From an optimization exercise on the open Yosys and OpenROAD flow, aimed at small area and a short achievable clock period; shortcuts taken in it are not production practice.
The RTL was checked by simulation tests, not by an equivalence proof against the original design.

## flow/design.v (module list and top-level ports; edited modules follow where they fit)
// module adaptive_filter: 379 lines
module adaptive_filter(
    input wire clk,
    input wire rst_n,
    input wire [31:0] input_signal,
    input wire [31:0] desired_signal,
    output wire [31:0] filtered_signal
);
  // ...
==> flow/flow/run.sh <==
#!/bin/bash
# Own layout flow: the standard flow (standard.sh) with two changes:
# 1. The synthesis skips the generic 'abc -fast' pass that Yosys's synth runs
#    before ORFS extracts full/half adders, so the adder trees written in the
#    RTL reach extract_fa as written; ABC still maps all remaining logic at
#    the end, as in the standard flow. Registers and their names are the
#    standard synthesis's.
# 2. Each input and output port gets a plain sky130_fd_sc_hd__buf_2 as its
#    port buffer (the standard flow picks clkdlybuf4s50_1, a slower and
#    larger delay cell). Every port is still buffered.
set -euo pipefail
cd "$(dirname "$0")/.."
sed '1s/.*/proc synth {args} { if {[lsearch -exact $args fine:] >= 0} { yosys synth -nofsm -noshare -noabc {*}$args } else { yosys synth -nofsm -noshare {*}$args } }/' \
  synth_recipe.tcl > own_synth.tcl
sed -e 's#synth_recipe\.tcl#own_synth.tcl#g' \
    -e 's#^make \(.*\) "\${@:-finish}"$#make \1 "BUFFER_PORTS_ARGS=-buffer_cell sky130_fd_sc_hd__buf_2" "${@:-finish}"#' \
  standard.sh > own_standard.sh
bash own_standard.sh finish > own_flow.log 2>&1
==> flow/standard.sh <==
#!/bin/bash
# synth_recipe.tcl (not shown) runs the flow's synth.tcl, then flattens the netlist and writes it again
# the make line also repeats each setting of config.mk as NAME=value (left out here)
make -C /OpenROAD-flow-scripts/flow DESIGN_CONFIG=/design/flow/config.mk WORK_HOME=/design/flow/orfs CLKGATE_MAP_FILE= SYNTH_SCRIPT=/design/flow/synth_recipe.tcl "${@:-finish}"
==> flow/config.mk <==
export PLATFORM = sky130hd
export DESIGN_NAME = adaptive_filter
export DESIGN_NICKNAME = adaptive_filter
export VERILOG_FILES = /design/flow/design.v
export SDC_FILE = /design/flow/constraint.sdc
export NUM_CORES = 4
export LEC_CHECK = 0
export CAP_MARGIN = 20
export CORE_MARGIN = 2
export CORE_UTILIZATION = 55
export SETUP_SLACK_MARGIN = 3.7
export SLEW_MARGIN = 20
==> flow/constraint.sdc <==
create_clock -name core_clock -period 7.5 [get_ports {clk}]
set_input_delay 1.5000 -clock core_clock [delete_from_list [all_inputs] [get_ports {clk}]]
set_output_delay 1.5000 -clock core_clock [all_outputs]
set_load 0.01 [all_outputs]
==> key figures, run 1 <==
Status
  • Run status: finished clean

Synthesis
  • Synth warn: 1
  • Xor and xnor fraction of the mapped netlist area: roughly 4.8%
  • Ys async rst share: 23.3%
  • Yosys top cell by area: dfxtp_1
  • Synth Instances: between 1,500 and 2,000
  • Synth Register Bits: 283

Route
  • Final ANT Viol Nets: 0
  • Detail-routed via count per cell: ~6.0

Placed design
  • Final GP Congestion: 0.911
  • Placed cells: between 2,000 and 2,500

STA
  • # setup viols final: 0
  • Post-route clock skew: about 16 ps
  • RSZ-0062 raised after global routing: yes
  • Final Hold Vio Count: 0

Clocking
  • CTS Buffer Depth: 3
  • Postcts setup bufs: 10
  • CTS tree: done

Floorplanning
  • Tapcell Cnt: 402
  • Core Rows: 65

Finish
  • Area occupied by multi-input gates: about 11,000 µm²
  • Multi-input gates: approximately 1,200
  • Final Cell Area: 19,500 µm²
  • Leading cell type in the layout, fill and taps excluded: dfxtp_1
  • Fraction of layout cells with a size suffix above 1: between 10% and 20%
  • Final core utilization: 61.8%

Worst hold path
  • WHS Endpoint: d5[5]

Critical path
  • CP Class: register to register
  • Crit path buf inv count: 2
  • Crit path to: cnh[12]
  • CP max-delay cell: fa_1
  • Reg2reg setup slack: approximately 3600 ps
  • Crit. Startpoint: e[1]
  • Worst-path fanout max: 6
  • R2r startpoint: e[1]
  • Critical path data arrival time: between 4000 and 5000 ps

Global route
  • Grt total ovfl: 0
  • Initial antenna violation count: 0
==> run 2: changes to the inputs <==
--- a/flow/config.mk
+++ b/flow/config.mk
@@ -8,5 +8,6 @@
 export CAP_MARGIN = 20
 export CORE_MARGIN = 2
 export CORE_UTILIZATION = 55
-export SETUP_SLACK_MARGIN = 3.7
+export PLACE_DENSITY = 0.75
+export SETUP_SLACK_MARGIN = 3.5
 export SLEW_MARGIN = 20
==> run 2 against run 1 <==
Net effect:
- still clean on timing, DRC and antenna
- global-route usage shrank 0.81 points
- clock-buffer cell count rose by 1
- first-iteration DRC count is 1.1% higher
- synthesized cell count is the same
- worst hold slack got worse by 4.5 ps
- design area grew 0.31%
- clock skew decreased by 7.0 ps
- utilization increased by 0.19 points
- register-to-register slack worse by 100 ps
- critical endpoint is now cnh[14]
==> key figures, run 2 <==
Synthesis
  • Average cell area after synthesis: approximately 11 µm²
  • Synth Register Bits: 283 (unchanged)
  • Synth warn: 1 (unchanged)
  • Post-synth top cells: 217 x dfxtp_1, 156 x a22o_1, 152 x fa_1
  • Yosys top cell by area: dfxtp_1
  • Synth top area share: between 20 and 25%
  • Yosys cell types: 64
  • Mapped Nets: approximately 2,000
  • Number of synthesized flops with an enable pin: 0
  • Count leader, synth: dfxtp_1
  • Synth Instances: 1,634 (unchanged)
  • Sequential area share after synthesis: around 34%
  • Ys async rst share: 23.3% (unchanged)
  • Main flop type after synthesis: dfxtp_1
  • Area contributors post-synth: dfxtp_1 25%, fa_1 17%, dfrtp_1 9.4%
  • Cell Area, Synth: 17,600 µm²

Finish
  • Synth-to-Final Area Change: 11.3%
  • Commonest non-fill, non-tap cells in the layout: 217 x dfxtp_1, 156 x a22o_1, 147 x fa_1
  • Fraction of layout cells with a size suffix above 1: 16.7% (+0.19 points)
  • Largest registers: fh x31, ps x31, pb x28
  • Final-stage net count: 2,013
  • N_diodes: 0
  • Layout Cells excl Fill: roughly 2,100
  • Final Cell Area: 19,600 µm² (+0.31%)
  • Leading cell type in the layout, fill and taps excluded: dfxtp_1

Floorplanning
  • Initial Utilization: 55.7%
  • Die area: around 33,000 µm²
  • Core Rows: 65 (unchanged)
  • Core ar.: 31,600 µm²
  • Total I/O pin count: just under 100
  • Die Wd: around 180 µm
  • Die extent in y: 183 µm

Critical path
  • Critical Path Most Common Cell: fa_1
  • Reg2reg setup slack: 3470 ps (-100 ps)
  • R2r startpoint: e[1]
  • Worst-path fanout max: 8 (+2)
  • CP max-delay cell: fa_1
  • Startpoint types: register
  • Crit-path max cell delay: 550 ps
  • Critical Path RT: between 7000 and 8000 ps
  • CP Class: register to register
  • CP Cell Sequence: buf_6 -> mux2_4 -> a22o_1 -> fa_1 -> fa_1 -> fa_1 -> ha_4 -> o21ai_4 -> o31ai_4 -> o41a_1 -> a31oi_2 -> xnor2_1
  • Reg2Reg Depth: 12
  • Crit end category: register
  • Critical path data arrival time: 4520 ps (+150 ps)
  • FF-to-FF End: cnh[14]

Route
  • Vias: roughly 13,000
  • Initial DRC Count: between 800 and 900
  • DRC: 0
  • Routed WL: 42,900 µm
  • Final ANT Viol Nets: 0 (unchanged)
  • Post-DR wirelength/cell: between 20 and 25 µm
  • Pre-antenna DRT Iters: 6
  • Detail-routed via count per cell: 6.12 (+2.4%)

Placed design
  • Placed cell area: roughly 18,000 µm²
  • Placed cells: 2,026 (-0.49%)
  • Place WS: 2910 ps
  • PortBufs: 63
  • HPWL after detailed placement: 30,000 µm
  • Final GP Congestion: 0.939 (+3.1%)

Status
  • Run status: finished clean

Clocking
  • Clock-pin slew on the worst setup and hold paths: roughly 60 ps
  • Cts hold-fix bufs: 0
  • Clock sink count: ~280
  • CTS Buffer Depth: 3 (unchanged)
  • TritonCTS Buffers: 29
  • Clk root buf: clkbuf_16
  • H-tree lvl count: 1
  • CTS tree: done
  • Clk latency of the worst-skew pair: 560 ps

Global route
  • Largest net degree at the start of global routing: 63
  • GRT Total Usage: between 20% and 30%
  • First-pass GRT wire length: slightly below 70,000 µm
  • Initial antenna violation count: 1 (+1)
  • Number of global-route vias before repair: roughly 13,000
  • Grt total ovfl: 0 (unchanged)

STA
  • Post-route setup slack: 3470 ps
  • Fmax achieved: approximately 250 MHz
  • RSZ-0062 raised after global routing: yes
  • # setup viols final: 0 (unchanged)
  • Final Slew Violations: 0
  • Fin crit period: approximately 4000 ps
  • Worst Tran Pin Value: 1050 ps
  • Slew margin rel.: 30.2%
  • Final period utilization: a little over half
  • Final Hold Vio Count: 0 (unchanged)
  • Final TNS setup: 0 ps
  • Post-route clock skew: 8.95 ps (-6.96 ps)

Worst hold path
  • Hold Path Origin: d1[3]
  • HP Class: register to register
  • WHS Endpoint: d2[3]
  • Hold path depth: 0

Run
  • Max_cap viols: 0
==> run 2: per-layer routing <==
layer	part of all wire (%)	global-route usage, %	wire length [µm]
met2	45	41.9	19300
met4	5.9	13.1	2510
met3	8.0	4.65	3450
met1	41	33.6	17600
met5	0.028	0	12
==> run 2: critical path: cells and delay by family, from the launching register on <==
| family | cells | cell delay, ps |
|---|---|---|
| adders and majority gates | 4 | 1770 |
| xor gates and xnor gates | 1 | 140 |
| muxes | 1 | 290 |
| buffers and inverters | 1 | 150 |
| AOI/OAI and AO/OA | 5 | 1080 |
| DFF | 1 | 510 |
==> run 2: worst max path at each step <==
stage               startpoint      end  slack, ps  depth (start not counted)
floorplan                 e[1]  cnh[14]       3530                         14
global placement          e[3]  cnh[14]       2960                         11
detailed placement        e[3]  cnh[14]       2910                         11
global route              e[1]  cnh[14]       3430                         12
CTS                       e[1]  cnh[14]       3480                         12
finish                    e[1]  cnh[14]       3470                         12
==> run 2: kinds of logic (layout without fill, tap and decap cells) <==
kind of cell / Yosys count / in the layout / synth area share (%)
buf+inv: 138 / 202 / 3.07
mux: 94 / 94 / 5.96
flops: 283 / 283 / 34.1
other cells: 2 / 2 / 0.0427
simple gates: 323 / 323 / 8.82
xor+xnor: 97 / 97 / 4.83
fa+ha+maj: 271 / 271 / 25.8
compound gates: 426 / 426 / 17.4
==> run 2: cell type report <==
| class | instances | area, µm² |
|---|---|---|
| clock buffer | 40 | 861 |
| multi-input combinational | 1213 | 11200 |
| inverter | 48 | 180 |
| clock inverter | 13 | 163 |
| fill | 2501 | 12000 |
| sequential | 283 | 6010 |
| timing repair buffer | 101 | 632 |
| tap | 402 | 503 |
==> run 2: metrics by stage <==
step	utilization (%)	hold slack, ps
2_1_floorplan	-	310
3_3_place_gp	57.6	310
3_5_place_dp	57.6	312
4_1_cts	61.4	321
5_1_grt	62.0	330
6_report	62.0	319
==> run 2: repair_timing <==
item / CTS / global route
buffers inserted: 10 / 11
gates resized for setup: 24 / 25
pin swaps: 6 / 16
endpoints found under the setup margin: 19 / 3
==> run 3: changes to the inputs <==
--- a/flow/config.mk
+++ b/flow/config.mk
@@ -8,6 +8,5 @@
 export CAP_MARGIN = 20
 export CORE_MARGIN = 2
 export CORE_UTILIZATION = 55
-export PLACE_DENSITY = 0.75
 export SETUP_SLACK_MARGIN = 3.5
 export SLEW_MARGIN = 20
==> run 3 against run 2 <==
Net effect:
- clock skew is 1.2 ps higher
- register-to-register slack better by 100 ps
- global-route usage is 0.88 points higher
- worst setup slack better by 100 ps
- area after synthesis stayed put
- utilization is 0.41 points lower
- die area stayed put
- first-iteration DRC count is 2.0% lower
- flip-flop and latch count stayed put
- highest routed layer is now met4
==> key figures, run 3 <==
STA
  • Final Hold Vio Count: 0 (unchanged)
  • Final period utilization: 52.5% (-1.3 points)
  • Final TNS setup: 0 ps (unchanged)
  • RSZ-0062 raised after global routing: no
  • Slew margin rel.: 31.8% (+1.6 points)
  • # setup viols final: 0 (unchanged)
  • Fin crit period: 3930 ps (-100 ps)
  • Post-route clock skew: 10.2 ps (+1.25 ps)
  • Final Slew Violations: 0 (unchanged)
  • Worst Tran Pin Value: 1020 ps (-23.3 ps)
  • Fmax achieved: 254 MHz (+2.5%)

Floorplanning
  • Core ar.: 31,600 µm² (unchanged)
  • Core Rows: 65 (unchanged)
  • Die Wd: 183 µm (unchanged)
  • Initial Utilization: 55.7% (unchanged)
  • Die area: 33,400 µm² (unchanged)
  • Die extent in y: 183 µm (unchanged)
  • Total I/O pin count: 98 (unchanged)

Critical path
  • Crit path buf inv count: 2 (+1)
  • Reg2Reg Depth: 12 (unchanged)
  • Worst-path fanout max: 5 (-3)
  • CP max-delay cell: fa_2
  • Crit. Startpoint: e[1]
  • Reg2reg setup slack: 3570 ps (+100 ps)
  • Crit-path max cell delay: 620 ps (+70 ps)
  • Crit path to: cnh[12]
  • Critical Path RT: 7950 ps (-30 ps)
  • Startpoint types: register
  • CP delay by family, top: adder cells
  • FF-to-FF End: cnh[12]
  • Critical path data arrival time: 4380 ps (-140 ps)
  • Crit end category: register
  • Critical Path Most Common Cell: buf_4
  • CP Cell Sequence: buf_4 -> mux2_2 -> a22o_1 -> fa_1 -> fa_2 -> ha_4 -> or2_2 -> a21oi_1 -> o31ai_2 -> o41a_1 -> buf_4 -> xor2_1
  • Critical path depth: 12 (unchanged)
  • R2r startpoint: e[1]
  • CP Class: register to register

Synthesis
  • Yosys cell types: 64 (unchanged)
  • Largest family of logic cells by synthesized area: adder cells
  • Synth Area in Adders: 25.8% (unchanged)
  • Post-synth top cells: 217 x dfxtp_1, 156 x a22o_1, 152 x fa_1
  • Mapped Nets: 1,971 (unchanged)
  • Yosys top cell by area: dfxtp_1
  • Number of synthesized flops with an enable pin: 0 (unchanged)
  • Sequential area share after synthesis: 34.1% (unchanged)
  • Main flop type after synthesis: dfxtp_1
  • Synth top area share: 24.7% (unchanged)
  • Mux cell area share after synthesis: 5.96% (unchanged)
  • Synth warn: 1 (unchanged)
  • Ys async rst share: 23.3% (unchanged)
  • Xor and xnor fraction of the mapped netlist area: 4.83% (unchanged)
  • Compound-Gate Fraction of Synth Area: 17.4% (unchanged)
  • Cell Area, Synth: 17,600 µm² (unchanged)
  • Post-Synth Simple-Gate Area: 8.82% (unchanged)
  • Area contributors post-synth: dfxtp_1 25%, fa_1 17%, dfrtp_1 9.4%
  • Average cell area after synthesis: 10.8 µm² (unchanged)
  • Synth Instances: 1,634 (unchanged)
  • Synth Register Bits: 283 (unchanged)
  • Count leader, synth: dfxtp_1

Global route
  • Number of global-route vias before repair: 12,546 (-4.9%)
  • GRT Total Usage: 26.8% (+0.88 points)
  • Grt total ovfl: 0 (unchanged)
  • Top Usage Layer GRT: met2
  • Largest net degree at the start of global routing: 67 (+6.3%)
  • Initial antenna violation count: 0 (-1)
  • Met2 global-route usage: 43.0% (+1.1 points)
  • Grt met1 use: 37.8% (+4.2 points)
  • First-pass GRT wire length: 69,800 µm (+1.9%)
  • Met3 Use GR: 4.45% (-0.20 points)

Clocking
  • CTS tree: done
  • H-tree lvl count: 1 (unchanged)
  • Cts hold-fix bufs: 0 (unchanged)
  • Clock-pin slew on the worst setup and hold paths: 60 ps (about the same)
  • Clk root buf: clkbuf_16
  • Clk latency of the worst-skew pair: 570 ps (about the same)
  • Clock sink count: 283 (unchanged)
  • TritonCTS Buffers: 30 (+3.4%)
  • CTS Buffer Depth: 3 (unchanged)

Route
  • Routed WL: 43,000 µm (+0.23%)
  • Post-DR wirelength/cell: 20.5 µm (+0.47%)
  • Vias: 12,347 (-3.9%)
  • Detail-routed via count per cell: 5.89 (-3.6%)
  • DRC: 0 (unchanged)
  • Initial DRC Count: 818 (-2.0%)
  • Pre-antenna DRT Iters: 5 (-1)
  • Final ANT Viol Nets: 0 (unchanged)

Status
  • Run status: finished clean

Placed design
  • Final GP Congestion: 0.909 (-3.2%)
  • Placed cells: 2,032 (+0.30%)
  • PortBufs: 63 (unchanged)
  • HPWL after detailed placement: 31,400 µm (+4.8%)

Worst hold path
  • HP Class: register to register

Finish
  • Largest registers: fh x31, ps x31, pb x28
  • Area occupied by multi-input gates: 11,200 µm² (-0.52%)
  • Leading cell type in the layout, fill and taps excluded: dfxtp_1
  • Commonest non-fill, non-tap cells in the layout: 217 x dfxtp_1, 156 x a22o_1, 150 x fa_1
  • Filler cells: 2,609 (+4.3%)
  • Synth-to-Final Area Change: 10.6%
  • Layout Cells excl Fill: 2,095 (-0.24%)
  • N_diodes: 0 (unchanged)
  • Final-stage net count: 2,008 (-0.25%)
  • Register area: 6010 µm² (about the same)
  • Fraction of layout cells with a size suffix above 1: 15.9% (-0.78 points)

Run
  • Max_cap viols: 0 (unchanged)
[run 3: cell counts after synthesis]
Identical to the previous run, type by type.
[run 3: area by class of cell]
| cell class | instances | area share [%] |
|---|---|---|
| Clock buffer | 37 | 4.21 |
| Clock inverter | 17 | 1.04 |
| Inverter | 48 | 0.927 |
| Multi-Input combinational cell | 1213 | 57.4 |
| Sequential cell | 283 | 30.9 |
| Tap cell | 402 | 2.59 |
| Timing Repair Buffer | 95 | 2.90 |
[run 3: repair_timing]
action	CTS	global route
resized for setup	19	12
pin swaps	3	4
endpoints found under the hold margin	0	0
endpoints found under the setup margin	8	3
setup buffers	6	3
[run 3: worst min path at each step]
stage | start | end | slack, ps | depth (start not counted)
final | d4[4] | d5[4] | 320 | 0
after detailed placement | d1[4] | d2[4] | 310 | 0
after global placement | d0[0] | d1[0] | 310 | 0
after floorplan | d0[0] | d1[0] | 310 | 0
after CTS | d4[4] | d5[4] | 320 | 0
after global routing | d3[4] | d4[4] | 330 | 0
[run 3: cell families (layout without fill, tap and decap cells)]
group / Yosys count / after routing
buf+inv: 138 / 197
other cells: 2 / 2
fa+ha+maj: 271 / 271
mux: 94 / 94
flops: 283 / 283
xor+xnor: 97 / 97
simple gates: 323 / 323
compound gates: 426 / 426
[run 3: stage by stage]
stage	hold slack, ps	worst slack [ps]	area (µm²)	utilization, %
after global placement	310	2650	18200	57.7
final	320	3570	19400	61.6
after floorplan	310	3530	17600	-
after CTS	322	3510	19400	61.3
after detailed placement	312	2630	18200	57.7
after global routing	329	3490	19400	61.6
[run 3: routing by layer]
layer / up-vias / routed length [µm]
met5: - / 0
met4: 0 / 1030
met3: 66 / 2890
met2: 386 / 19400
met1: 6017 / 19700
li1: 5878 / -
==> run 4: changes to the inputs <==
--- a/flow/config.mk
+++ b/flow/config.mk
@@ -7,6 +7,6 @@
 export LEC_CHECK = 0
 export CAP_MARGIN = 20
 export CORE_MARGIN = 2
-export CORE_UTILIZATION = 55
+export CORE_UTILIZATION = 45
 export SETUP_SLACK_MARGIN = 3.5
 export SLEW_MARGIN = 20
==> run 4 against run 3 <==
Net effect:
- flip-flop and latch count stayed put
- register-to-register slack hardly changed
- utilization fell by 11 points
- critical path depth is the same
- routed wire length fell by 0.74%
- global-route usage decreased by 5.4 points
- maximum frequency grew 0.27%
- worst hold slack is essentially flat
- synthesized cell count unchanged
==> key figures, run 4 <==
Status
  • Run status: finished clean

Finish
  • Layout Cells excl Fill: 2,216 (+5.8%)
  • N_diodes: 0 (unchanged)
  • Commonest non-fill, non-tap cells in the layout: 217 x dfxtp_1, 156 x a22o_1, 149 x fa_1
  • Synth-to-Final Area Change: 11.8%
  • Fraction of layout cells with a size suffix above 1: 16.3% (+0.37 points)
  • Final-stage net count: 2,011 (+0.15%)
  • Largest registers: fh x31, ps x31, pb x28
  • Leading cell type in the layout, fill and taps excluded: dfxtp_1

Route
  • Initial DRC Count: 793 (-3.1%)
  • Post-DR wirelength/cell: 19.3 µm (-6.2%)
  • Pre-antenna DRT Iters: 5 (unchanged)
  • Routed WL: 42,700 µm (-0.74%)
  • DRC: 0 (unchanged)
  • Detail-routed via count per cell: 5.60 (-5.0%)
  • Final ANT Viol Nets: 0 (unchanged)
  • Vias: 12,407 (+0.49%)

Clocking
  • CTS Buffer Depth: 3 (unchanged)
  • TritonCTS Buffers: 30 (unchanged)
  • CTS tree: done
  • Clock-pin slew on the worst setup and hold paths: 60 ps (about the same)
  • Clk latency of the worst-skew pair: 590 ps (+20 ps)
  • Clock sink count: 283 (unchanged)
  • Clk root buf: clkbuf_16
  • H-tree lvl count: 1 (unchanged)

Worst hold path
  • Hold Path Origin: d3[2]
  • Hold path depth: 0 (unchanged)
  • WHS Endpoint: d4[2]
  • HP Class: register to register

Synthesis
  • Sequential area share after synthesis: 34.1% (unchanged)
  • Number of synthesized flops with an enable pin: 0 (unchanged)
  • Count leader, synth: dfxtp_1
  • Ys async rst share: 23.3% (unchanged)
  • Yosys cell types: 64 (unchanged)
  • Cell Area, Synth: 17,600 µm² (unchanged)
  • Synth Instances: 1,634 (unchanged)
  • Mapped Nets: 1,971 (unchanged)
  • Synth Register Bits: 283 (unchanged)
  • Main flop type after synthesis: dfxtp_1
  • Synth top area share: 24.7% (unchanged)
  • Yosys top cell by area: dfxtp_1
  • Synth warn: 1 (unchanged)
  • Area contributors post-synth: dfxtp_1 25%, fa_1 17%, dfrtp_1 9.4%
  • Post-synth top cells: 217 x dfxtp_1, 156 x a22o_1, 152 x fa_1
  • Average cell area after synthesis: 10.8 µm² (unchanged)

Critical path
  • Crit end category: register
  • Worst-path fanout max: 7 (+2)
  • Reg2reg setup slack: 3580 ps (about the same)
  • FF-to-FF End: cnh[14]
  • Startpoint types: register
  • CP Class: register to register
  • Critical Path RT: 7960 ps (about the same)
  • Reg2Reg Depth: 12 (unchanged)
  • Critical path data arrival time: 4380 ps (about the same)
  • R2r startpoint: e[3]

STA
  • Final Slew Violations: 0 (unchanged)
  • Final period utilization: 52.3% (-0.14 points)
  • Min Hold Slack: 320 ps (-0.235 ps)
  • Fin crit period: 3920 ps (-10.4 ps)
  • # setup viols final: 0 (unchanged)
  • Slew margin rel.: 29.9% (-1.9 points)
  • Fmax achieved: 255 MHz (+0.27%)
  • Final Hold Vio Count: 0 (unchanged)
  • RSZ-0062 raised after global routing: yes
  • Final TNS setup: 0 ps (unchanged)
  • Post-route clock skew: 17.4 ps (+7.24 ps)
  • Worst Tran Pin Value: 1050 ps (+28.5 ps)

Floorplanning
  • Initial Utilization: 45.5% (-10 points)
  • Die Wd: 202 µm (+10%)
  • Die extent in y: 202 µm (+10%)
  • Total I/O pin count: 98 (unchanged)
  • Core ar.: 38,600 µm² (+22%)
  • Core Rows: 72 (+11%)
  • Die area: 40,700 µm² (+22%)

Global route
  • Initial antenna violation count: 0 (unchanged)
  • Largest net degree at the start of global routing: 67 (unchanged)
  • GRT Total Usage: 21.4% (-5.4 points)
  • First-pass GRT wire length: 69,000 µm (-1.2%)
  • Grt total ovfl: 0 (unchanged)
  • Number of global-route vias before repair: 12,755 (+1.7%)

Placed design
  • Final GP Congestion: 0.851 (-6.3%)
  • Placed cells: 2,149 (+5.8%)
  • PortBufs: 63 (unchanged)
  • HPWL after detailed placement: 31,100 µm (-1.1%)

Run
  • Max_cap viols: 0 (unchanged)
[run 4: critical path, cell delays in order, from the launching register on]
cell and delay, ps:
dfrtp_2 480, buf_6 150, mux2_2 330, a22o_1 190
fa_1 540, fa_1 440, fa_1 490, ha_4 320
nand3_2 100, o31ai_4 260, o41a_1 240, a31oi_2 130
xnor2_1 130
[run 4: kinds of logic after synthesis]
group	count (synthesis)	synth area share, %
muxes	94	5.96
DFF	283	34.1
AOI/OAI and AO/OA	426	17.4
buffers and inverters	138	3.07
xor gates and xnor gates	97	4.83
other	2	0.0427
and+or+nand+nor	323	8.82
adders and majority gates	271	25.8
[run 4: how the worst max path moves through the flow]
stage / from / to / slack, ps
CTS: e[1] / cnh[14] / 3520
detailed placement: e[1] / cnh[14] / 2720
floorplan: e[1] / cnh[14] / 3530
global route: e[5] / cnh[14] / 3460
global placement: e[1] / cnh[14] / 2780
finish: e[3] / cnh[14] / 3580
[run 4: layer usage]
metal	part of all wire, %	up-vias	global-route usage (%)
met1	45	6086	29.4
met3	5.5	94	2.98
met4	3.8	0	8.30
li1	-	5872	-
met5	0	-	0
met2	46	355	34.2
[run 4: timing repair]
item	in CTS	in global routing
gates cloned	0	0
gates resized for setup	18	17
pin swaps	2	3
hold buffers	0	0
endpoints found under the setup margin	8	3
buffers inserted	8	3
[run 4: through the flow]
stage          area, µm²  worst slack (ps)  utilization, %
2_1_floorplan      17600              3530               -
5_1_grt            19700              3460            50.9
3_5_place_dp       18400              2720            47.5
6_report           19700              3580            50.9
3_3_place_gp       18400              2780            47.5
4_1_cts            19600              3520            50.6
[run 4: cell type report]
| type | instances | area (µm²) |
|---|---|---|
| Tap cell | 518 | 648 |
| Timing Repair Buffer | 98 | 594 |
| Clock inverter | 18 | 216 |
| Multi-Input combinational cell | 1213 | 11200 |
| Sequential cell | 283 | 6010 |
| Fill cell | 3408 | 19000 |
| Clock buffer | 38 | 832 |
| Inverter | 48 | 180 |
==> run 5: changes to the inputs <==
==> flow/flow/run.sh (replaced) <==
#!/bin/bash
# Own layout flow: the standard flow (standard.sh) with three changes:
# 1. The synthesis skips the generic 'abc -fast' pass that Yosys's synth runs
#    before ORFS extracts full/half adders, so the adder trees written in the
#    RTL reach extract_fa as written; ABC still maps all remaining logic at
#    the end, as in the standard flow. Registers and their names are the
#    standard synthesis's.
# 2. Each input and output port gets a plain sky130_fd_sc_hd__buf_1 as its
#    port buffer (the standard flow picks clkdlybuf4s50_1, a slower and
#    larger delay cell). Every port is still buffered.
# 3. Clock tree synthesis runs with ORFS's usual arguments plus
#    -dont_use_dummy_load (no extra load cells hung on the clock tree).
set -euo pipefail
cd "$(dirname "$0")/.."
sed '1s/.*/proc synth {args} { if {[lsearch -exact $args fine:] >= 0} { yosys synth -nofsm -noshare -noabc {*}$args } else { yosys synth -nofsm -noshare {*}$args } }/' \
  synth_recipe.tcl > own_synth.tcl
sed -e 's#synth_recipe\.tcl#own_synth.tcl#g' \
    -e 's#^make \(.*\) "\${@:-finish}"$#make \1 "BUFFER_PORTS_ARGS=-buffer_cell sky130_fd_sc_hd__buf_1" "CTS_ARGS=-sink_clustering_enable -repair_clock_nets -dont_use_dummy_load" "${@:-finish}"#' \
  standard.sh > own_standard.sh
bash own_standard.sh finish > own_flow.log 2>&1
--- a/flow/config.mk
+++ b/flow/config.mk
@@ -7,6 +7,6 @@
 export LEC_CHECK = 0
 export CAP_MARGIN = 20
 export CORE_MARGIN = 2
-export CORE_UTILIZATION = 45
+export CORE_UTILIZATION = 55
 export SETUP_SLACK_MARGIN = 3.5
 export SLEW_MARGIN = 20
==> run 5 against run 4 <==
Net effect:
- worst setup slack got worse by 15 ps
- synthesized cell count did not move
- largest cell class unchanged
- via count is 0.81% lower
- critical endpoint unchanged
- flip-flop and latch count unchanged
==> key figures, run 5 <==
Route
  • Routed WL: 42,700 µm (+0.11%)
  • Post-DR wirelength/cell: 20.5 µm (+6.7%)
  • Pre-antenna DRT Iters: 5 (unchanged)
  • Vias: 12,306 (-0.81%)
  • Final ANT Viol Nets: 0 (unchanged)
  • Detail-routed via count per cell: 5.92 (+5.7%)
  • Initial DRC Count: 734 (-7.4%)
  • DRC: 0 (unchanged)

STA
  • RSZ-0062 raised after global routing: yes
  • Final Slew Violations: 0 (unchanged)
  • Final Hold Vio Count: 0 (unchanged)
  • Final period utilization: 52.5% (+0.20 points)
  • Fmax achieved: 254 MHz (-0.38%)
  • Slew margin rel.: 30.7% (+0.78 points)
  • Fin crit period: 3940 ps (+15.0 ps)
  • Final TNS setup: 0 ps (unchanged)
  • # setup viols final: 0 (unchanged)
  • Worst Tran Pin Value: 1040 ps (-11.7 ps)
  • Post-route clock skew: 20.8 ps (+3.32 ps)

Synthesis
  • Cell Area, Synth: 17,600 µm² (unchanged)
  • Average cell area after synthesis: 10.8 µm² (unchanged)
  • Sequential area share after synthesis: 34.1% (unchanged)
  • Count leader, synth: dfxtp_1
  • Synth top area share: 24.7% (unchanged)
  • Ys async rst share: 23.3% (unchanged)
  • Number of synthesized flops with an enable pin: 0 (unchanged)
  • Yosys cell types: 64 (unchanged)
  • Synth Register Bits: 283 (unchanged)
  • Post-synth top cells: 217 x dfxtp_1, 156 x a22o_1, 152 x fa_1
  • Yosys top cell by area: dfxtp_1
  • Synth warn: 1 (unchanged)
  • Synth Instances: 1,634 (unchanged)
  • Area contributors post-synth: dfxtp_1 25%, fa_1 17%, dfrtp_1 9.4%
  • Main flop type after synthesis: dfxtp_1
  • Mapped Nets: 1,971 (unchanged)

Finish
  • Leading cell type in the layout, fill and taps excluded: dfxtp_1
  • Fraction of layout cells with a size suffix above 1: 12.0% (-4.3 points)
  • Area occupied by multi-input gates: 11,200 µm² (+0.14%)
  • Final-stage net count: 2,016 (+0.25%)
  • Filler cells: 2,677 (-21%)
  • Register area: 6010 µm² (about the same)
  • Largest registers: fh x31, ps x31, pb x28
  • Final Cell Area: 19,200 µm² (-2.3%)
  • Layout Cells excl Fill: 2,079 (-6.2%)
  • Commonest non-fill, non-tap cells in the layout: 217 x dfxtp_1, 156 x a22o_1, 149 x fa_1
  • N_diodes: 0 (unchanged)
  • Synth-to-Final Area Change: 9.24%

Critical path
  • FF-to-FF End: cnh[14]
  • R2r startpoint: e[1]
  • Reg2Reg Depth: 13 (+1)
  • CP max-delay cell: fa_1
  • Critical path data arrival time: 4410 ps (+30 ps)
  • CP delay by family, top: adder cells
  • Crit-path max cell delay: 560 ps (+20 ps)
  • Worst-path fanout max: 14 (+7)
  • Critical Path RT: 7970 ps (about the same)
  • Crit end category: register
  • Startpoint types: register
  • CP Class: register to register
  • Crit path buf inv count: 1 (unchanged)
  • Reg2reg setup slack: 3560 ps (about the same)
  • CP Cell Sequence: nor2b_1 -> buf_6 -> a22o_1 -> fa_2 -> fa_1 -> fa_1 -> ha_4 -> and2_4 -> o21ai_4 -> o31ai_4 -> o41a_1 -> a31oi_2 -> xnor2_1
  • Critical Path Most Common Cell: fa_1

Floorplanning
  • Core Rows: 65 (-9.7%)
  • Die Wd: 183 µm (-9.4%)
  • Total I/O pin count: 98 (unchanged)
  • Core ar.: 31,600 µm² (-18%)
  • Die extent in y: 183 µm (-9.4%)
  • Die area: 33,400 µm² (-18%)
  • Initial Utilization: 55.7% (+10 points)

Global route
  • Grt total ovfl: 0 (unchanged)
  • Initial antenna violation count: 0 (unchanged)
  • GRT Total Usage: 26.4% (+5.1 points)
  • Largest net degree at the start of global routing: 67 (unchanged)
  • First-pass GRT wire length: 69,500 µm (+0.73%)
  • Number of global-route vias before repair: 12,546 (-1.6%)

Placed design
  • HPWL after detailed placement: 31,300 µm (+0.84%)
  • Placed cells: 2,033 (-5.4%)
  • Final GP Congestion: 0.886 (+4.1%)
  • Placed cell area: 18,100 µm² (-1.2%)
  • PortBufs: 63 (unchanged)

Clocking
  • Clk latency of the worst-skew pair: 560 ps (-30 ps)
  • CTS Buffer Depth: 3 (unchanged)
  • TritonCTS Buffers: 30 (unchanged)
  • Clk root buf: clkbuf_16
  • H-tree lvl count: 1 (unchanged)
  • Clock-pin slew on the worst setup and hold paths: 60 ps (about the same)
  • Clock sink count: 283 (unchanged)
  • CTS tree: done

Status
  • Run status: finished clean

Worst hold path
  • WHS Endpoint: d2[11]
  • Hold Path Origin: d1[11]
  • HP Class: register to register
  • Hold path depth: 0 (unchanged)

Run
  • Max_cap viols: 0 (unchanged)
-- run 5: cell counts after synthesis --
No cell type changed its count.
-- run 5: worst max path at each step --
stage,start,to,depth (start not counted)
2_1_floorplan,e[1],cnh[14],14
3_3_place_gp,e[3],cnh[14],11
3_5_place_dp,e[3],cnh[14],11
4_1_cts,e[1],cnh[14],11
5_1_grt,e[1],cnh[14],13
6_report,e[1],cnh[14],13
-- run 5: stage by stage --
stage | hold WS (ps) | util (%) | setup slack, ps
after global placement | 310 | 57.5 | 2950
final | 316 | 60.9 | 3560
after global routing | 327 | 60.9 | 3440
after detailed placement | 312 | 57.5 | 2930
after CTS | 320 | 60.2 | 3460
after floorplan | 310 | - | 3530
-- run 5: cell families after synthesis --
kind of cell	synth area share, %
compound gates	17.4
fa+ha+maj	25.8
simple gates	8.82
other cells	0.0427
buf+inv	3.07
xor+xnor	4.83
mux	5.96
flops	34.1
-- run 5: what timing repair did --
| action | CTS | global route |
|---|---|---|
| resized for setup | 16 | 25 |
| buffers inserted | 5 | 11 |
| cloned | 0 | 0 |
| pin swaps | 2 | 7 |
| hold buffers | 0 | 0 |
| endpoints found under the setup margin | 11 | 3 |
-- run 5: final cells by class --
| cell class | count | area share, % |
|---|---|---|
| timing repair buffer | 103 | 2.94 |
| clock buffer | 30 | 3.91 |
| multi-input combinational | 1213 | 58.3 |
| sequential | 283 | 31.3 |
| inverter | 48 | 0.938 |
| tap | 402 | 2.62 |
-- run 5: worst register-to-register path, stage by stage, from the launching register on --
cell and delay (ps):
dfrtp_4 520, nor2b_1 160, buf_6 150, a22o_1 250
fa_2 360, fa_1 470, fa_1 560, ha_4 230
and2_4 160, o21ai_4 140, o31ai_4 100, o41a_1 410
a31oi_2 220, xnor2_1 130
-- run 5: layer usage --
layer | GRT usage (%) | share of wire, % | vias up | wire [µm]
met2 | 43.4 | 46 | 371 | 19600
met5 | 0 | 0 | - | 0
li1 | - | - | 5844 | -
met3 | 3.81 | 6.1 | 71 | 2590
met4 | 7.74 | 2.6 | 0 | 1110
met1 | 36.6 | 45 | 6020 | 19400
==> run 6: changes to the inputs <==
--- a/flow/flow/run.sh
+++ b/flow/flow/run.sh
@@ -9,12 +9,13 @@
 #    port buffer (the standard flow picks clkdlybuf4s50_1, a slower and
 #    larger delay cell). Every port is still buffered.
 # 3. Clock tree synthesis runs with ORFS's usual arguments plus
-#    -dont_use_dummy_load (no extra load cells hung on the clock tree).
+#    -dont_use_dummy_load (no extra load cells hung on the clock tree),
+#    and sink clusters of up to 20 registers within 60 um.
 set -euo pipefail
 cd "$(dirname "$0")/.."
 sed '1s/.*/proc synth {args} { if {[lsearch -exact $args fine:] >= 0} { yosys synth -nofsm -noshare -noabc {*}$args } else { yosys synth -nofsm -noshare {*}$args } }/' \
   synth_recipe.tcl > own_synth.tcl
 sed -e 's#synth_recipe\.tcl#own_synth.tcl#g' \
-    -e 's#^make \(.*\) "\${@:-finish}"$#make \1 "BUFFER_PORTS_ARGS=-buffer_cell sky130_fd_sc_hd__buf_1" "CTS_ARGS=-sink_clustering_enable -repair_clock_nets -dont_use_dummy_load" "${@:-finish}"#' \
+    -e 's#^make \(.*\) "\${@:-finish}"$#make \1 "BUFFER_PORTS_ARGS=-buffer_cell sky130_fd_sc_hd__buf_1" "CTS_ARGS=-sink_clustering_enable -repair_clock_nets -dont_use_dummy_load -sink_clustering_size 20 -sink_clustering_max_diameter 60" "${@:-finish}"#' \
   standard.sh > own_standard.sh
 bash own_standard.sh finish > own_flow.log 2>&1
==> run 6 against run 5 <==
Net effect:
- highest routed layer unchanged
- critical endpoint unchanged
- register-to-register slack got worse by 70 ps
- critical path type unchanged
- flip-flop and latch count did not move
- synthesized cell count did not move
==> key figures, run 6 <==
STA
  • Min Hold Slack: 293 ps (-23.9 ps)
  • Final TNS setup: 0 ps (unchanged)
  • Fmax achieved: 249 MHz (-1.8%)
  • Final period utilization: 53.4% (+0.94 points)
  • Fin crit period: 4010 ps (+70.3 ps)
  • # setup viols final: 0 (unchanged)
  • Post-route clock skew: 72.7 ps (+52.0 ps)
  • Final Slew Violations: 0 (unchanged)
  • Final Hold Vio Count: 0 (unchanged)
  • RSZ-0062 raised after global routing: yes
  • Worst Tran Pin Value: 1060 ps (+17.0 ps)
  • Slew margin rel.: 29.5% (-1.1 points)
  • Post-route setup slack: 3490 ps (-70.3 ps)

Global route
  • Largest net degree at the start of global routing: 67 (unchanged)
  • Grt total ovfl: 0 (unchanged)
  • Number of global-route vias before repair: 12,426 (-0.96%)
  • Initial antenna violation count: 0 (unchanged)
  • GRT Total Usage: 26.2% (-0.24 points)
  • First-pass GRT wire length: 68,900 µm (-0.76%)

Critical path
  • CP Class: register to register
  • Crit path buf inv count: 1 (unchanged)
  • Crit. Startpoint: e[1]
  • CP max-delay cell: fa_1
  • Critical Path RT: 7980 ps (about the same)
  • Critical path data arrival time: 4490 ps (+80 ps)
  • Reg2Reg Depth: 12 (-1)
  • R2r startpoint: e[1]
  • FF-to-FF End: cnh[14]
  • Worst-path fanout max: 6 (-8)
  • Crit end category: register
  • Reg2reg setup slack: 3490 ps (-70 ps)
  • CP Cell Sequence: buf_8 -> mux2_2 -> a22o_1 -> fa_1 -> fa_1 -> fa_1 -> ha_4 -> o21ai_2 -> o31ai_4 -> o41a_1 -> a31oi_2 -> xnor2_1
  • Startpoint types: register
  • CP delay by family, top: adder cells
  • Crit-path max cell delay: 580 ps (+20 ps)
  • Critical Path Most Common Cell: fa_1

Floorplanning
  • Core ar.: 31,600 µm² (unchanged)
  • Initial Utilization: 55.7% (unchanged)
  • Core Rows: 65 (unchanged)
  • Die Wd: 183 µm (unchanged)
  • Total I/O pin count: 98 (unchanged)
  • Die area: 33,400 µm² (unchanged)
  • Die extent in y: 183 µm (unchanged)

Finish
  • Commonest non-fill, non-tap cells in the layout: 217 x dfxtp_1, 156 x a22o_1, 149 x fa_1
  • Final-stage net count: 2,006 (-0.50%)
  • Final core utilization: 60.1% (-0.72 points)
  • Leading cell type in the layout, fill and taps excluded: dfxtp_1
  • Final Cell Area: 19,000 µm² (-1.2%)
  • Largest registers: fh x31, ps x31, pb x28
  • N_diodes: 0 (unchanged)
  • Synth-to-Final Area Change: 7.94%
  • Fraction of layout cells with a size suffix above 1: 11.3% (-0.65 points)

Synthesis
  • Synth Instances: 1,634 (unchanged)
  • Sequential area share after synthesis: 34.1% (unchanged)
  • Area contributors post-synth: dfxtp_1 25%, fa_1 17%, dfrtp_1 9.4%
  • Mapped Nets: 1,971 (unchanged)
  • Main flop type after synthesis: dfxtp_1
  • Count leader, synth: dfxtp_1
  • Ys async rst share: 23.3% (unchanged)
  • Yosys top cell by area: dfxtp_1
  • Number of synthesized flops with an enable pin: 0 (unchanged)
  • Cell Area, Synth: 17,600 µm² (unchanged)
  • Average cell area after synthesis: 10.8 µm² (unchanged)
  • Yosys cell types: 64 (unchanged)
  • Post-synth top cells: 217 x dfxtp_1, 156 x a22o_1, 152 x fa_1
  • Synth Register Bits: 283 (unchanged)
  • Synth top area share: 24.7% (unchanged)
  • Synth warn: 1 (unchanged)

Route
  • Post-DR wirelength/cell: 20.6 µm (+0.13%)
  • Routed WL: 42,600 µm (-0.36%)
  • Initial DRC Count: 735 (+0.14%)
  • Pre-antenna DRT Iters: 5 (unchanged)
  • Final ANT Viol Nets: 0 (unchanged)
  • DRC: 0 (unchanged)
  • Vias: 12,247 (-0.48%)
  • Detail-routed via count per cell: 5.92 (about the same)

Clocking
  • H-tree lvl count: 1 (unchanged)
  • CTS tree: done
  • TritonCTS Buffers: 24 (-20%)
  • Clock sink count: 283 (unchanged)
  • Clk latency of the worst-skew pair: 560 ps (about the same)
  • Cts hold-fix bufs: 0 (unchanged)
  • Clock-pin slew on the worst setup and hold paths: 80 ps (+20 ps)
  • CTS Buffer Depth: 3 (unchanged)
  • Clk root buf: clkbuf_16

Placed design
  • Placed cell area: 18,100 µm² (unchanged)
  • HPWL after detailed placement: 31,300 µm (unchanged)
  • Final GP Congestion: 0.886 (unchanged)
  • Place WS: 2930 ps (unchanged)
  • PortBufs: 63 (unchanged)

Status
  • Run status: finished clean

Worst hold path
  • Hold Path Origin: d2[12]
  • HP Class: register to register
  • WHS Endpoint: d3[12]
  • Hold path depth: 0 (unchanged)

Run
  • Max_cap viols: 0 (unchanged)
## run 6: worst register-to-register path: stages (launching register included)
cell and delay, ps:
dfrtp_4 530, buf_8 160, mux2_2 260, a22o_1 190, fa_1 480, fa_1 580
fa_1 470, ha_4 290, o21ai_2 90, o31ai_4 110, o41a_1 410, a31oi_2 220
xnor2_1 130
## run 6: cell type report
class	instances	area (µm²)
Inverter	48	180
Multi-Input combinational cell	1213	11200
Timing Repair Buffer	99	517
Fill cell	2698	12600
Sequential cell	283	6010
Tap cell	402	503
Clock buffer	24	601
## run 6: cell families after synthesis
| family | after synthesis | synth area share [%] |
|---|---|---|
| multiplexers | 94 | 5.96 |
| flip-flops | 283 | 34.1 |
| AND/OR/NAND/NOR | 323 | 8.82 |
| buffers and inverters | 138 | 3.07 |
| adder cells (fa/ha/maj) | 271 | 25.8 |
| AO/OA/AOI/OAI | 426 | 17.4 |
| XOR/XNOR | 97 | 4.83 |
| other | 2 | 0.0427 |
## run 6: per-stage QoR
| stage | std cells |
|---|---|
| 6_report | 2069 |
| 5_1_grt | 2069 |
| 4_1_cts | 2059 |
| 3_5_place_dp | 2033 |
| 3_3_place_gp | 2033 |
| 2_1_floorplan | 1634 |
## run 6: layer usage
layer	vias up	share of wire (%)	GRT usage (%)
met3	61	5.3	3.55
met2	323	46	43.2
met4	0	2.4	7.55
li1	5818	-	-
met1	6045	46	36.4
met5	-	0	0
## run 6: how the worst max path moves through the flow
stage | end | depth (start not counted)
floorplan | cnh[14] | 14
global placement | cnh[14] | 11
detailed placement | cnh[14] | 11
CTS | cnh[14] | 13
global route | cnh[14] | 13
finish | cnh[14] | 12
## run 6: what timing repair did
item | in CTS | in global routing
setup endpoints to repair | 12 | 3
gates resized for setup | 14 | 24
buffers inserted | 2 | 9
gates cloned | 0 | 1
pin swaps | 2 | 12
==> run 7: changes to the inputs <==
==> flow/flow/run.sh (replaced) <==
#!/bin/bash
# Own layout flow: the standard flow (standard.sh) with three changes:
# 1. The synthesis skips the generic 'abc -fast' pass that Yosys's synth runs
#    before ORFS extracts full/half adders, so the adder trees written in the
#    RTL reach extract_fa as written; ABC still maps all remaining logic at
#    the end, as in the standard flow. Registers and their names are the
#    standard synthesis's.
# 2. Each input and output port gets a plain sky130_fd_sc_hd__buf_2 as its
#    port buffer (the standard flow picks clkdlybuf4s50_1, a slower and
#    larger delay cell). Every port is still buffered.
# 3. Clock tree synthesis runs with ORFS's usual arguments plus
#    -dont_use_dummy_load (no extra load cells hung on the clock tree).
set -euo pipefail
cd "$(dirname "$0")/.."
sed '1s/.*/proc synth {args} { if {[lsearch -exact $args fine:] >= 0} { yosys synth -nofsm -noshare -noabc {*}$args } else { yosys synth -nofsm -noshare {*}$args } }/' \
  synth_recipe.tcl > own_synth.tcl
sed -e 's#synth_recipe\.tcl#own_synth.tcl#g' \
    -e 's#^make \(.*\) "\${@:-finish}"$#make \1 "BUFFER_PORTS_ARGS=-buffer_cell sky130_fd_sc_hd__buf_2" "CTS_ARGS=-sink_clustering_enable -repair_clock_nets -dont_use_dummy_load" "${@:-finish}"#' \
  standard.sh > own_standard.sh
bash own_standard.sh finish > own_flow.log 2>&1
==> run 7 against run 6 <==
Net effect:
- critical path depth down 1
- clock-buffer cell count up 6
- area after synthesis unchanged
- maximum frequency up 1.8%
- flip-flop and latch count unchanged
- non-clock buffer count down 4
- global-route usage up 0.50 points
- critical path type unchanged
- sequential share of layout area down 0.29 points
- worst hold slack better by 25 ps
- via count up 0.67%
- register-to-register slack better by 70 ps
- still clean on timing, DRC and antenna
==> key figures, run 7 <==
Route
  • Detail-routed via count per cell: 5.95 (+0.57%)
  • Pre-antenna DRT Iters: 5 (unchanged)
  • Routed WL: 42,700 µm (+0.32%)
  • Final ANT Viol Nets: 0 (unchanged)
  • DRC: 0 (unchanged)
  • Vias: 12,329 (+0.67%)
  • Initial DRC Count: 805 (+9.5%)
  • Post-DR wirelength/cell: 20.6 µm (+0.22%)

STA
  • Post-route clock skew: 53.8 ps (-18.9 ps)
  • RSZ-0062 raised after global routing: yes
  • Final period utilization: 52.5% (-0.96 points)
  • Post-route setup slack: 3560 ps (+71.8 ps)
  • Min Hold Slack: 318 ps (+25.4 ps)
  • Fin crit period: 3940 ps (-71.8 ps)
  • Fmax achieved: 254 MHz (+1.8%)
  • Worst Tran Pin Value: 1020 ps (-32.2 ps)
  • Final Hold Vio Count: 0 (unchanged)
  • Slew margin rel.: 31.7% (+2.1 points)
  • Final TNS setup: 0 ps (unchanged)
  • # setup viols final: 0 (unchanged)
  • Final Slew Violations: 0 (unchanged)

Critical path
  • Critical path data arrival time: 4420 ps (-70 ps)
  • CP delay by family, top: adder cells
  • Reg2Reg Depth: 11 (-1)
  • Startpoint types: register
  • Crit end category: register
  • R2r startpoint: e[1]
  • FF-to-FF End: cnh[14]
  • CP Class: register to register
  • Critical Path RT: 7980 ps (about the same)
  • Crit path buf inv count: 1 (unchanged)
  • CP Cell Sequence: buf_8 -> mux2_2 -> a22o_1 -> fa_1 -> fa_1 -> fa_1 -> fa_1 -> ha_1 -> a21o_1 -> a31oi_2 -> xnor2_1
  • Crit-path max cell delay: 530 ps (-50 ps)
  • Reg2reg setup slack: 3560 ps (+70 ps)
  • Critical Path Most Common Cell: fa_1
  • Worst-path fanout max: 7 (+1)
  • CP max-delay cell: dfrtp_4

Synthesis
  • Count leader, synth: dfxtp_1
  • Post-synth top cells: 217 x dfxtp_1, 156 x a22o_1, 152 x fa_1
  • Yosys cell types: 64 (unchanged)
  • Synth warn: 1 (unchanged)
  • Average cell area after synthesis: 10.8 µm² (unchanged)
  • Synth top area share: 24.7% (unchanged)
  • Mapped Nets: 1,971 (unchanged)
  • Ys async rst share: 23.3% (unchanged)
  • Yosys top cell by area: dfxtp_1
  • Number of synthesized flops with an enable pin: 0 (unchanged)
  • Sequential area share after synthesis: 34.1% (unchanged)
  • Synth Register Bits: 283 (unchanged)
  • Area contributors post-synth: dfxtp_1 25%, fa_1 17%, dfrtp_1 9.4%
  • Main flop type after synthesis: dfxtp_1
  • Synth Instances: 1,634 (unchanged)
  • Cell Area, Synth: 17,600 µm² (unchanged)

Worst hold path
  • WHS Endpoint: d4[15]
  • Hold path depth: 0 (unchanged)
  • Hold Path Origin: d3[15]
  • HP Class: register to register

Clocking
  • H-tree lvl count: 1 (unchanged)
  • TritonCTS Buffers: 30 (+25%)
  • Clk root buf: clkbuf_16
  • CTS Buffer Depth: 3 (unchanged)
  • CTS tree: done
  • Clock sink count: 283 (unchanged)
  • Cts hold-fix bufs: 0 (unchanged)
  • Clk latency of the worst-skew pair: 560 ps (about the same)
  • Clock-pin slew on the worst setup and hold paths: 60 ps (-20 ps)

Floorplanning
  • Core Rows: 65 (unchanged)
  • Die extent in y: 183 µm (unchanged)
  • Initial Utilization: 55.7% (unchanged)
  • Die Wd: 183 µm (unchanged)
  • Die area: 33,400 µm² (unchanged)
  • Total I/O pin count: 98 (unchanged)
  • Core ar.: 31,600 µm² (unchanged)

Run
  • Max_cap viols: 0 (unchanged)

Global route
  • Initial antenna violation count: 0 (unchanged)
  • Largest net degree at the start of global routing: 67 (unchanged)
  • Grt total ovfl: 0 (unchanged)
  • First-pass GRT wire length: 69,600 µm (+0.90%)
  • Number of global-route vias before repair: 12,472 (+0.37%)
  • GRT Total Usage: 26.7% (+0.50 points)

Finish
  • Leading cell type in the layout, fill and taps excluded: dfxtp_1
  • N_diodes: 0 (unchanged)
  • Area occupied by multi-input gates: 11,200 µm² (-0.13%)
  • Final core utilization: 60.7% (+0.59 points)
  • Register area: 6010 µm² (about the same)
  • Final-stage net count: 2,008 (+0.10%)
  • Filler cells: 2,623 (-2.8%)
  • Largest registers: fh x31, ps x31, pb x28
  • Synth-to-Final Area Change: 9.00%
  • Commonest non-fill, non-tap cells in the layout: 217 x dfxtp_1, 156 x a22o_1, 150 x fa_1
  • Fraction of layout cells with a size suffix above 1: 15.0% (+3.6 points)
  • Final Cell Area: 19,200 µm² (+0.98%)

Placed design
  • Place WS: 2630 ps (-306 ps)
  • PortBufs: 63 (unchanged)
  • Placed cell area: 18,200 µm² (+0.39%)
  • Final GP Congestion: 0.909 (+2.5%)
  • HPWL after detailed placement: 31,400 µm (+0.22%)

Status
  • Run status: finished clean
run 7: cell types whose count changed in the layout (fill, tap and decap cells not counted), sizes merged:
cell,before,now
buf,99,95
clkbuf,24,30
run 7: final cells by class:
class / instances / share of cell area (%)
multi-input combinational: 1213 / 58.2
sequential: 283 / 31.4
clock buffer: 30 / 3.92
timing repair buffer: 95 / 2.94
tap: 402 / 2.62
inverter: 48 / 0.940
run 7: cells by family (layout without fill, tap and decap cells):
kind of cell	count (synthesis)	in the layout	synth area share [%]
compound gates	426	426	17.4
simple gates	323	323	8.82
flops	283	283	34.1
fa+ha+maj	271	271	25.8
buf+inv	138	173	3.07
xor+xnor	97	97	4.83
mux	94	94	5.96
other cells	2	2	0.0427
run 7: per-layer routing:
layer	GRT usage, %	part of all wire [%]	wire length, µm	vias up
met3	4.01	6.5	2790	64
met5	0	0	0	-
met1	38.1	46	19700	6039
met4	7.14	2.4	1010	0
li1	-	-	-	5845
met2	42.7	45	19200	381
run 7: what timing repair did:
| item | 4_1_cts | 5_1_grt |
|---|---|---|
| buffers inserted | 6 | 3 |
| resized for setup | 19 | 12 |
| pin swaps | 3 | 4 |
| endpoints found under the setup margin | 8 | 7 |
run 7: worst max-delay path by stage:
stage          startpoint  endpoint  slack (ps)  cells after the start
6_report             e[1]   cnh[14]        3560                     11
4_1_cts              e[1]   cnh[14]        3510                     12
3_5_place_dp         e[1]   cnh[14]        2630                     10
3_3_place_gp         e[1]   cnh[14]        2650                     11
5_1_grt              e[0]   cnh[14]        3440                     10
2_1_floorplan        e[1]   cnh[14]        3530                     14
run 7: metrics by stage:
stage,cells
2_1_floorplan,1634
3_3_place_gp,2032
3_5_place_dp,2032
4_1_cts,2068
5_1_grt,2071
6_report,2071
==> run 8: changes to the inputs <==
--- a/flow/config.mk
+++ b/flow/config.mk
@@ -7,6 +7,6 @@
 export LEC_CHECK = 0
 export CAP_MARGIN = 20
 export CORE_MARGIN = 2
-export CORE_UTILIZATION = 55
+export CORE_UTILIZATION = 50
 export SETUP_SLACK_MARGIN = 3.5
 export SLEW_MARGIN = 20
==> run 8 against run 7 <==
Net effect:
- still clean
- first-iteration DRC count rose by 14%
- maximum frequency fell by 3.2%
- cell count rose by 3.4%
- global-route usage fell by 2.3 points
- worst hold slack improved by 0.74 ps
- design area rose by 1.3%
- clock skew fell by 15 ps
- worst setup slack got worse by 130 ps
- flip-flop and latch count did not move
==> key figures, run 8 <==
Critical path
  • Critical Path RT: 7910 ps (-70 ps)
  • Crit end category: register
  • Startpoint types: register
  • FF-to-FF End: cnh[12]
  • R2r startpoint: e[3]
  • Crit path to: cnh[12]
  • Crit. Startpoint: e[3]
  • CP Class: register to register
  • Worst-path fanout max: 5 (-2)
  • Reg2reg setup slack: 3430 ps (-130 ps)
  • Reg2Reg Depth: 14 (+3)
  • Critical path data arrival time: 4470 ps (+50 ps)

Synthesis
  • Cell Area, Synth: 17,600 µm² (unchanged)
  • Synth warn: 1 (unchanged)
  • Mapped Nets: 1,971 (unchanged)
  • Compound-Gate Fraction of Synth Area: 17.4% (unchanged)
  • Synth Register Bits: 283 (unchanged)
  • Average cell area after synthesis: 10.8 µm² (unchanged)
  • Ys async rst share: 23.3% (unchanged)
  • Xor and xnor fraction of the mapped netlist area: 4.83% (unchanged)
  • Mux cell area share after synthesis: 5.96% (unchanged)
  • Post-Synth Simple-Gate Area: 8.82% (unchanged)
  • Yosys cell types: 64 (unchanged)
  • Main flop type after synthesis: dfxtp_1
  • Post-synth top cells: 217 x dfxtp_1, 156 x a22o_1, 152 x fa_1
  • Area contributors post-synth: dfxtp_1 25%, fa_1 17%, dfrtp_1 9.4%
  • Synth Area in Adders: 25.8% (unchanged)
  • Count leader, synth: dfxtp_1
  • Number of synthesized flops with an enable pin: 0 (unchanged)
  • Sequential area share after synthesis: 34.1% (unchanged)
  • Synth Instances: 1,634 (unchanged)
  • Yosys top cell by area: dfxtp_1
  • Largest family of logic cells by synthesized area: adder cells
  • Synth top area share: 24.7% (unchanged)

STA
  • # setup viols final: 0 (unchanged)
  • Post-route clock skew: 38.4 ps (-15.4 ps)
  • Slew margin rel.: 29.5% (-2.1 points)
  • Fin crit period: 4070 ps (+129 ps)
  • Final Slew Violations: 0 (unchanged)
  • RSZ-0062 raised after global routing: yes
  • Fmax achieved: 246 MHz (-3.2%)
  • Final Hold Vio Count: 0 (unchanged)
  • Final period utilization: 54.2% (+1.7 points)
  • Post-route setup slack: 3430 ps (-129 ps)
  • Worst Tran Pin Value: 1060 ps (+32.0 ps)
  • Min Hold Slack: 319 ps (+0.744 ps)
  • Final TNS setup: 0 ps (unchanged)

Global route
  • GRT Total Usage: 24.4% (-2.3 points)
  • Largest net degree at the start of global routing: 67 (unchanged)
  • First-pass GRT wire length: 69,800 µm (+0.37%)
  • Grt total ovfl: 0 (unchanged)
  • Initial antenna violation count: 0 (unchanged)
  • Number of global-route vias before repair: 12,710 (+1.9%)

Finish
  • Synth-to-Final Area Change: 10.5%
  • Final-stage net count: 2,025 (+0.85%)
  • N_diodes: 0 (unchanged)
  • Final core utilization: 56.1% (-4.6 points)
  • Largest registers: fh x31, ps x31, pb x28
  • Leading cell type in the layout, fill and taps excluded: dfxtp_1
  • Commonest non-fill, non-tap cells in the layout: 214 x dfxtp_1, 156 x a22o_1, 150 x fa_1
  • Fraction of layout cells with a size suffix above 1: 16.5% (+1.5 points)
  • Layout Cells excl Fill: 2,141 (+3.4%)

Placed design
  • HPWL after detailed placement: 31,500 µm (+0.30%)
  • PortBufs: 63 (unchanged)
  • Final GP Congestion: 0.894 (-1.7%)
  • Place WS: 2680 ps (+50.6 ps)
  • Placed cells: 2,085 (+2.6%)

Floorplanning
  • Die area: 36,700 µm² (+9.8%)
  • Core ar.: 34,600 µm² (+9.7%)
  • Die Wd: 192 µm (+4.8%)
  • Initial Utilization: 50.8% (-4.9 points)
  • Total I/O pin count: 98 (unchanged)
  • Core Rows: 68 (+4.6%)
  • Die extent in y: 192 µm (+4.8%)

Route
  • Final ANT Viol Nets: 0 (unchanged)
  • Wl on met1: 20,000 µm (+1.8%)
  • Routed WL: 43,900 µm (+2.8%)
  • Post-DR wirelength/cell: 20.5 µm (-0.61%)
  • Met3 routed WL: 2390 µm (-14%)
  • Vias: 12,541 (+1.7%)
  • Detail-routed via count per cell: 5.86 (-1.6%)
  • Pre-antenna DRT Iters: 5 (unchanged)
  • Met2 WL: 19,900 µm (+3.3%)
  • Initial DRC Count: 917 (+14%)
  • DRC: 0 (unchanged)
  • Highest Signal Layer: met4

Run
  • Max_cap viols: 0 (unchanged)

Clocking
  • CTS tree: done
  • Clock sink count: 283 (unchanged)
  • Clock-pin slew on the worst setup and hold paths: 60 ps (about the same)
  • TritonCTS Buffers: 29 (-3.3%)
  • Clk latency of the worst-skew pair: 550 ps (about the same)
  • CTS Buffer Depth: 3 (unchanged)
  • Clk root buf: clkbuf_16
  • Cts hold-fix bufs: 0 (unchanged)
  • H-tree lvl count: 1 (unchanged)

Status
  • Run status: finished clean

Worst hold path
  • HP Class: register to register
[run 8: cell counts after synthesis]
No cell type changed its count.
[run 8: worst min-delay path by stage]
| stage | startpoint | cells past startpoint | endpoint |
|---|---|---|---|
| 2_1_floorplan | d0[0] | 0 | d1[0] |
| 6_report | d4[11] | 0 | d5[11] |
| 4_1_cts | d4[11] | 0 | d5[11] |
| 3_5_place_dp | d0[2] | 0 | d1[2] |
| 5_1_grt | d1[15] | 0 | d2[15] |
| 3_3_place_gp | d4[11] | 0 | d5[11] |
[run 8: kinds of logic after synthesis]
group                    count (synthesis)
AO/OA/AOI/OAI                          426
XOR/XNOR                                97
adder cells (fa/ha/maj)                271
buffers and inverters                  138
flip-flops                             283
multiplexers                            94
other                                    2
AND/OR/NAND/NOR                        323
[run 8: what timing repair did]
item / CTS / global route
resized for setup: 28 / 21
buffers inserted: 10 / 17
pin swaps: 4 / 15
endpoints found under the setup margin: 7 / 7
[run 8: per-stage QoR]
step | instance area, µm²
after floorplan | 17600
after global placement | 18300
after detailed placement | 18300
after CTS | 19200
after global routing | 19400
final | 19400
[run 8: area by class of cell]
type	instances	area, µm²
clock buffer	29	726
fill	3000	15200
inverter	48	180
multi-input combinational	1213	11200
sequential	283	6010
tap	455	569
timing repair buffer	113	709
[run 8: layer usage]
layer | up-vias | global-route usage, %
met2 | 402 | 39.1
met5 | - | 0
met4 | 0 | 8.73
met3 | 107 | 2.97
met1 | 6157 | 34.2
li1 | 5875 | -
[run 8: worst max-delay path: stages, from the launching register on]
cell and delay, ps:
dfrtp_2 470, buf_6 140, mux2_4 290, a22o_1 230, fa_2 370, fa_1 560, fa_1 470, ha_4 270
and2_4 150, o21ai_4 170, o31ai_4 100, o41a_1 340, buf_6 150, buf_6 110, xor2_1 140

==> port drivers added, routing unchanged <==
Ports are ideal in the flow. The routed layouts listed here were re-timed in OpenROAD. Step 1: set_driving_cell puts a clkbuf_16 on clk and a buf_2 on each other input, an assumption about the parent block. Step 2, shift: input delay + t, output delay - t, t = (earliest + latest rising clock arrival at the registers) / 2. This alone moves slack from input paths to output paths. Three values: ideal, step 1, step 2; two values: the first two.
run	shift t [ns]	setup WS [ns]	worst slew at a driven data input, ns
run 1	0.617	3.567 / 3.567 / 3.506	0.03
run 2	0.604	3.466 / 3.466 / 3.466	0.04
run 3	0.620	3.566 / 3.566 / 3.566	0.03
run 4	0.634	3.577 / 3.577 / 3.577	0.04
run 5	0.598	3.562 / 3.562 / 3.562	0.03
run 6	0.573	3.491 / 3.491 / 3.491	0.03
run 7	0.593	3.563 / 3.563 / 3.563	0.03
run 8	0.589	3.434 / 3.434 / 3.434	0.03
After both steps every run listed still meets setup and hold. The setup slack of run 1, which loses most, moves by 0.000 ns with the drivers and by -0.061 ns with both steps.
